Context: an optimization exercise on an open-source flow, tuned for small area. The choices shown serve that exercise and are no tape-out recipe. Where RTL was checked, it was by simulation tests only, not by an equivalence proof against the original. The clock port is modelled as an ideal driver; clocking choices that lean on that would not hold on a real chip. Power and IR drop assume default switching activity.

// top
module	top(
		o_seg_enb,
		o_seg_dp,
		o_seg,
		out_buzz,
		i_sw0,
		i_sw1,
		i_sw2,
		i_sw3,
		i_sw4,
		i_sw5,
		i_sw6,
		i_sw7,
		clk,
		rst_n);
For scale: ~980 cells after synthesis, ~8200 µm² of cells after synthesis.
==> flow/config.mk <==
export PLATFORM = sky130hd
export DESIGN_NAME = top
export DESIGN_NICKNAME = top
export VERILOG_FILES = /design/flow/design.v
export SDC_FILE = /design/flow/constraint.sdc
export NUM_CORES = 4
export LEC_CHECK = 0
export ABC_AREA = 1
export CAP_MARGIN = 20
export CELL_PAD_IN_SITES_DETAIL_PLACEMENT = 0
export CELL_PAD_IN_SITES_GLOBAL_PLACEMENT = 0
export CORE_MARGIN = 2
export CORE_UTILIZATION = 80
export GPL_TIMING_DRIVEN = 0
export SLEW_MARGIN = 20
==> flow/constraint.sdc <==
create_clock -name core_clock -period 20.0 [get_ports {clk}]
set_input_delay 4.0000 -clock core_clock [delete_from_list [all_inputs] [get_ports {clk}]]
set_output_delay 4.0000 -clock core_clock [all_outputs]
set_load 0.01 [all_outputs]
standard.sh (not shown) runs the stock make flow with config.mk's settings and CLKGATE_MAP_FILE= SYNTH_SCRIPT=/design/flow/synth_recipe.tcl, a recipe that flattens the netlist after the stock synthesis.
==> flow/flow/run.sh <==
#!/bin/bash
# Own layout flow: the standard synthesis, then the combinational logic is
# re-mapped for area with ABC (registers untouched), then the standard
# layout steps, with small port buffers, a clock tree without dummy loads and
# clock buffers downsized where the flip-flop clock slew allows.
set -euo pipefail
here=$(pwd)
R=$here/orfs/results/${FLOW_PLATFORM}/top/base
LIB=$FLOW_HOME/platforms/${FLOW_PLATFORM}/lib/sky130_fd_sc_hd__tt_025C_1v80.lib
YOSYS=${YOSYS_EXE:-$(command -v yosys || echo /OpenROAD-flow-scripts/tools/install/yosys/bin/yosys)}
OPENROAD=${OPENROAD_EXE:-$(command -v openroad || echo /OpenROAD-flow-scripts/tools/install/OpenROAD/bin/openroad)}

# 1. standard synthesis, unchanged
bash standard.sh synth > std_synth.log 2>&1

# 2. area re-mapping of the combinational logic
cp $R/1_2_yosys.v $here/std_1_2_yosys.v
sed -e "s#LIBFILE#$LIB#g" -e "s#STD_NETLIST#$here/std_1_2_yosys.v#" -e "s#TOPNAME#$FLOW_TOP#" \
    -e "s#SCRIPTFILE#$here/flow/resynth.script#" -e "s#OUT_NETLIST#$here/resynth.v#" \
    flow/resynth.ys > resynth.ys
$YOSYS -s resynth.ys > resynth.log 2>&1
cp $here/resynth.v $R/1_2_yosys.v
touch $R/1_2_yosys.v

# 3. standard layout steps up to the clock tree
export BUFFER_PORTS_ARGS="-buffer_cell sky130_fd_sc_hd__buf_1"
export CTS_ARGS="-sink_clustering_enable -repair_clock_nets -buf_list sky130_fd_sc_hd__clkbuf_8 -dont_use_dummy_load"
bash standard.sh cts > std_cts.log 2>&1

# 4. smaller clock buffers where the clock slew allows
CTS_ODB=$R/4_cts.odb CTS_SDC=$R/4_cts.sdc CLK_SLEW_TARGET=0.110 \
  $OPENROAD -no_init -exit flow/clkbuf_downsize.tcl > clkbuf_downsize.log 2>&1
touch $R/4_cts.odb

# 5. the rest of the standard layout
bash standard.sh finish > std_finish.log 2>&1
Other scripts of this flow, unchanged in this note and not shown: flow/flow/clkbuf_downsize.tcl, flow/flow/resynth.script, flow/flow/resynth.ys
The first run went through all stages and came out clean.
Rerun with:
Settings changed: CELL_PAD_IN_SITES_DETAIL_PLACEMENT 0 to unset, CELL_PAD_IN_SITES_GLOBAL_PLACEMENT 0 to unset, CORE_UTILIZATION 80 to 90, GPL_TIMING_DRIVEN 0 to unset.
What happened: The changed run failed in 3_1_place_gp_skip_io with GPL-0301; area after synthesis does not change; synthesized cell count stays the same.
Rerun with:
Settings changed: CELL_PAD_IN_SITES_DETAIL_PLACEMENT set to 0, CELL_PAD_IN_SITES_GLOBAL_PLACEMENT set to 0, CORE_UTILIZATION 90 to 88, GPL_TIMING_DRIVEN set to 0, PLACE_DENSITY set to 0.95.
Effect: The new run failed in 3_1_place_gp_skip_io with GPL-0301; synthesized cell count does not change; synthesized area does not change.
Rerun with:
Settings changed: CELL_PAD_IN_SITES_DETAIL_PLACEMENT 0 to unset, CELL_PAD_IN_SITES_GLOBAL_PLACEMENT 0 to unset, CORE_UTILIZATION 88 to 85, PLACE_DENSITY 0.95 to unset.
Outcome:
- The new run died in 3_1_place_gp_skip_io
- area after synthesis stays the same
- synthesized cell count is unchanged
No functional check of the RTL was part of any run of this note.

---

Another version of the RTL of top (not shown whole).
Size in the first run: ~970 cells after synthesis, roughly 25 I/O pins, about 0.0082 mm2 of cells after synthesis.
Design top, start of the top module:
module	top(
		o_seg_enb,
		o_seg_dp,
		o_seg,
		out_buzz,
		i_sw0,
		i_sw1,
		i_sw2,
		i_sw3,
		i_sw4,
		i_sw5,
		i_sw6,
		i_sw7,
		clk,
		rst_n);
==> flow/config.mk <==
export PLATFORM = sky130hd
export DESIGN_NAME = top
export DESIGN_NICKNAME = top
export VERILOG_FILES = /design/flow/design.v
export SDC_FILE = /design/flow/constraint.sdc
export NUM_CORES = 4
export LEC_CHECK = 0
export ABC_AREA = 1
export CAP_MARGIN = 20
export CORE_MARGIN = 2
export CORE_UTILIZATION = 70
export SLEW_MARGIN = 20
==> flow/constraint.sdc <==
create_clock -name core_clock -period 20.0 [get_ports {clk}]
set_input_delay 4.0000 -clock core_clock [delete_from_list [all_inputs] [get_ports {clk}]]
set_output_delay 4.0000 -clock core_clock [all_outputs]
set_load 0.01 [all_outputs]
==> flow/flow/run.sh <==
#!/bin/bash
# Own layout flow: the standard synthesis, then the combinational logic is
# re-mapped for area with ABC (registers untouched), then the standard
# layout steps, with small port buffers, a clock tree without dummy loads and
# clock buffers downsized where the flip-flop clock slew allows.
set -euo pipefail
here=$(pwd)
R=$here/orfs/results/${FLOW_PLATFORM}/top/base
LIB=$FLOW_HOME/platforms/${FLOW_PLATFORM}/lib/sky130_fd_sc_hd__tt_025C_1v80.lib
YOSYS=${YOSYS_EXE:-$(command -v yosys || echo /OpenROAD-flow-scripts/tools/install/yosys/bin/yosys)}
OPENROAD=${OPENROAD_EXE:-$(command -v openroad || echo /OpenROAD-flow-scripts/tools/install/OpenROAD/bin/openroad)}

# 1. standard synthesis, unchanged
bash standard.sh synth > std_synth.log 2>&1

# 2. area re-mapping of the combinational logic
cp $R/1_2_yosys.v $here/std_1_2_yosys.v
sed -e "s#LIBFILE#$LIB#g" -e "s#STD_NETLIST#$here/std_1_2_yosys.v#" -e "s#TOPNAME#$FLOW_TOP#" \
    -e "s#SCRIPTFILE#$here/flow/resynth.script#" -e "s#OUT_NETLIST#$here/resynth.v#" \
    flow/resynth.ys > resynth.ys
$YOSYS -s resynth.ys > resynth.log 2>&1
cp $here/resynth.v $R/1_2_yosys.v
touch $R/1_2_yosys.v

# 3. standard layout steps up to the clock tree
export BUFFER_PORTS_ARGS="-buffer_cell sky130_fd_sc_hd__buf_1"
export CTS_ARGS="-sink_clustering_enable -repair_clock_nets -buf_list sky130_fd_sc_hd__clkbuf_8 -dont_use_dummy_load"
bash standard.sh cts > std_cts.log 2>&1

# 4. smaller clock buffers where the clock slew allows
CTS_ODB=$R/4_cts.odb CTS_SDC=$R/4_cts.sdc CLK_SLEW_TARGET=0.100 \
  $OPENROAD -no_init -exit flow/clkbuf_downsize.tcl > clkbuf_downsize.log 2>&1
touch $R/4_cts.odb

# 5. the rest of the standard layout
bash standard.sh finish > std_finish.log 2>&1
==> flow/flow/clkbuf_downsize.tcl <==
# Downsize clock-tree buffers after CTS while every flip-flop clock pin keeps an
# estimated slew under the target (ns); reads and rewrites the CTS result.
set plat $::env(FLOW_HOME)/platforms/$::env(FLOW_PLATFORM)
read_lef $plat/lef/sky130_fd_sc_hd.tlef
read_lef $plat/lef/sky130_fd_sc_hd_merged.lef
read_liberty $plat/lib/sky130_fd_sc_hd__tt_025C_1v80.lib
read_db $::env(CTS_ODB)
read_sdc $::env(CTS_SDC)
source $plat/setRC.tcl
set_propagated_clock [all_clocks]
estimate_parasitics -placement

proc worst_clk_slew {} {
  set worst 0
  foreach pin [get_pins -hierarchical */CLK] {
    set s [get_property $pin slew_max]
    if {$s > $worst} {set worst $s}
  }
  return $worst
}
proc downsize_clock_buffers {target smaller} {
  set changed 0
  foreach inst [get_cells *] {
    set m [get_property $inst ref_name]
    if {![string match "sky130_fd_sc_hd__clkbuf_*" $m]} continue
    if {$m == $smaller} continue
    replace_cell $inst $smaller
    estimate_parasitics -placement
    if {[worst_clk_slew] > $target} {
      replace_cell $inst $m
      estimate_parasitics -placement
    } else {
      incr changed
    }
  }
  return $changed
}
puts "worst clock slew before: [worst_clk_slew]"
puts "downsized to clkbuf_4: [downsize_clock_buffers $::env(CLK_SLEW_TARGET) sky130_fd_sc_hd__clkbuf_4]"
puts "downsized to clkbuf_2: [downsize_clock_buffers $::env(CLK_SLEW_TARGET) sky130_fd_sc_hd__clkbuf_2]"
puts "worst clock slew after: [worst_clk_slew]"
detailed_placement
check_placement
write_db $::env(CTS_ODB)
Other scripts of this flow, unchanged in this note and not shown: flow/flow/resynth.script, flow/flow/resynth.ys
Next try:
--- a/flow/flow/clkbuf_downsize.tcl
+++ b/flow/flow/clkbuf_downsize.tcl
@@ -25,4 +25,7 @@
     if {![string match "sky130_fd_sc_hd__clkbuf_*" $m]} continue
     if {$m == $smaller} continue
+    # only buffers of the clock tree
+    set onet [[[ord::get_db_block] findInst [get_property $inst full_name]] findITerm X]
+    if {[[$onet getNet] getSigType] != "CLOCK"} continue
     replace_cell $inst $smaller
     estimate_parasitics -placement
--- a/flow/config.mk
+++ b/flow/config.mk
@@ -9,4 +9,4 @@
 export CAP_MARGIN = 20
 export CORE_MARGIN = 2
-export CORE_UTILIZATION = 70
+export CORE_UTILIZATION = 76
 export SLEW_MARGIN = 20
After rerunning: Cell area hardly moves. Total power goes up slightly. Die area goes down by a little under a tenth. Worst hold slack loses 4.6 ps. Synthesized area goes up slightly. Sequential cell count is unchanged. Clock power goes down by a few percent.

[port drivers added, routing unchanged]
The flow's constraints put no driver on any port. The routed layouts listed below were extracted and timed again, unchanged, in two steps.
Step 1 assumes that a clkbuf_16 drives the clock port and a buf_2 every other input.
Step 2 also shifts input and output timing later by t, the mid clock arrival at the registers, as if the neighbouring blocks saw the same clock.
Three values: ideal ports, drivers, drivers and shift; two values: the first two.
run	shift t [ns]	setup slack, ns	worst slew at a driven data input, ns
the first run of note 1	0.628	7.748 / 7.712 / 8.340	0.03
the first run of note 2	0.639	8.688 / 8.649 / 9.288	0.04
the second run of note 2	0.613	9.108 / 9.071 / 9.684	0.04
After both steps setup and hold are still met in every run listed.
